This design comes from an exercise in tuning for a short achievable clock period and few clock cycles on the open sky130 flow, not from production work.
Function was checked by simulation only, so behaviour that the tests miss may differ from the original.
Power is estimated from default activity; no workload was simulated.

==> trial 36 <==
Design riscv_cpu, start of the top module:
module riscv_cpu(
	input  rst,
	input  clk,
	output reg [31:0] PC,
	output reg Inst_Req_Valid,
	input Inst_Req_Ack,
	input  [31:0] Instruction,
	input Inst_Valid,
	output reg Inst_Ack,
	output reg [31:0] Address,
	output reg MemWrite,
	output reg [31:0] Write_data,
	output reg [3:0] Write_strb,
	output reg MemRead,
	input Mem_Req_Ack,
	input  [31:0] Read_data,
	input Read_data_Valid,
	output reg Read_data_Ack
);
Settings: LEC_CHECK=0, CAP_MARGIN=20, CELL_PAD_IN_SITES_DETAIL_PLACEMENT=1, CORE_MARGIN=2, CORE_UTILIZATION=30, PLACE_DENSITY=0.42, SETUP_SLACK_MARGIN=4.4, SLEW_MARGIN=20, TNS_END_PERCENT=100; clock period 8.5 ns.
run.sh (not shown) runs the stock make flow with config.mk's settings and CLKGATE_MAP_FILE= SYNTH_SCRIPT=/design/flow/synth_recipe.tcl, a recipe that flattens the netlist after the stock synthesis.
==> inputs of trial 14, as changes to trial 36 <==
--- a/flow/design.v
+++ b/flow/design.v
@@ -18,13 +18,13 @@
 	input Read_data_Valid,
 	output reg Read_data_Ack
 );
 localparam CB     = 6;               
 localparam CN     = 1 << CB;
 localparam TB     = 30 - CB;         
-localparam SAHEAD = 40;              
+localparam SAHEAD = 48;              
 reg [31:0] rf [1:31];
 reg        ifly;     
 reg [31:0] ra;       
 reg        sf;       
 reg        pa_v;     
 reg [4:0]  pa_rd;    
==> flow/config.mk (replaced) <==
export PLATFORM = sky130hd
export DESIGN_NAME = riscv_cpu
export DESIGN_NICKNAME = riscv_cpu
export VERILOG_FILES = /design/flow/design.v
export SDC_FILE = /design/flow/constraint.sdc
export NUM_CORES = 4
export LEC_CHECK = 0
export CAP_MARGIN = 30
export CELL_PAD_IN_SITES_DETAIL_PLACEMENT = 1
export CORE_MARGIN = 2
export CORE_UTILIZATION = 33
export PLACE_DENSITY = 0.46
export SETUP_SLACK_MARGIN = 4.5
export SLEW_MARGIN = 30
export TNS_END_PERCENT = 100
==> inputs of trial 32, as changes to trial 36 <==
--- a/flow/design.v
+++ b/flow/design.v
@@ -18,13 +18,13 @@
 	input Read_data_Valid,
 	output reg Read_data_Ack
 );
 localparam CB     = 6;               
 localparam CN     = 1 << CB;
 localparam TB     = 30 - CB;         
-localparam SAHEAD = 40;              
+localparam SAHEAD = 48;              
 reg [31:0] rf [1:31];
 reg        ifly;     
 reg [31:0] ra;       
 reg        sf;       
 reg        pa_v;     
 reg [4:0]  pa_rd;    
==> comparison table <==
| item | trial 32 | trial 14 | trial 36 |
|---|---|---|---|
| NetSw | 18.97 mW | 18.92 mW | 19.02 mW |
| Number of clock buffers inserted by TritonCTS | 808 | 799 | 805 |
| Total number of multi-input combinational cells | 12810 | 12810 | 12690 |
| Most used cell along the critical path | nor2_1 | buf_12 | - |
| FF/Latch Area | 202700 sq um | 202700 sq um | 202700 sq um |
| Clock buffer count | 1066 | 1050 | 1061 |
| Distinct cell type count of the synthesized netlist | 105 | 105 | 102 |
| Register-to-register setup slack | 4.20 ns | 4.26 ns | 4.16 ns |
| CP Data Arrival Time | 5.47 ns | 5.21 ns | 5.13 ns |
| Proportion of power drawn by combinational gates | 5.9% | 6.6% | 6.4% |
| Initial core utilization | 30.06% | 33.10% | 30.09% |
| Detailed-routed wire length on met3 | 135700 microns | 154000 microns | 134700 microns |
| Post-CTS setup repair buffer count | 234 | 322 | 278 |
| Result of the run | timing/DRC/antenna clean | timing/DRC/antenna clean | timing/DRC/antenna clean |
| Worst hold slack after final layout | 0.3719 ns | 0.3706 ns | 0.2871 ns |
| Antenna diode count | 97 | 77 | 49 |
| Power of the combinational group | 4.69 mW | 5.21 mW | 5.06 mW |
| Horiz. Die Dim | 1034 microns | 986.0 microns | 1032 microns |
| Register share of the cell area | 53.70% | 53.22% | 53.93% |
| Multi-input gate share of the layout cell area | 30.08% | 30.14% | 29.88% |
| Final worst-path setup slack | 4.117 ns | 4.233 ns | 4.163 ns |
| Clock insertion delay at the later pin of the skew report | 1.26 ns | 1.19 ns | 1.28 ns |
Testbench counts of trial 36, summed over its fixed seeds: cycles 35,084.
Testbench counts of trial 14, summed over its fixed seeds: cycles 34,947.
Testbench counts of trial 32, summed over its fixed seeds: cycles 34,947.

-- what the ideal ports hide --
In the flow no input, the clock included, has a driving cell. The finished layouts below were timed again as built, in two steps.
Step 1, drivers: a clkbuf_16 drives clk and a buf_2 each remaining input, both assumed.
Step 2 adds t to the input delays and takes it off the output delays; t is the mean of the earliest and latest rising clock arrival at the registers after step 1. Input paths then give back, and output paths get back, about the clock's delay inside the block.
a / b / c = no drivers / after step 1 / after step 2; a / b = the first two.
run | shift t [ns] | setup WS [ns] | worst setup path after step 2 | latest minus earliest clock arrival (ns) | slew at the worst register clock pin (ns)
trial 36 | 1.335 | 4.163 / 4.067 / 2.733 | input to register | 0.209 / 0.209 | 0.09 / 0.09
trial 14 | 1.264 | 4.233 / 4.217 / 2.954 | input to register | 0.142 / 0.143 | 0.08 / 0.08
trial 32 | 1.329 | 4.117 / 4.077 / 2.748 | input to register | 0.196 / 0.196 | 0.07 / 0.07
After both steps setup and hold are still met in every run listed. The setup slack of trial 36, which loses most, moves by -0.096 ns with the drivers and by -1.430 ns with both steps.
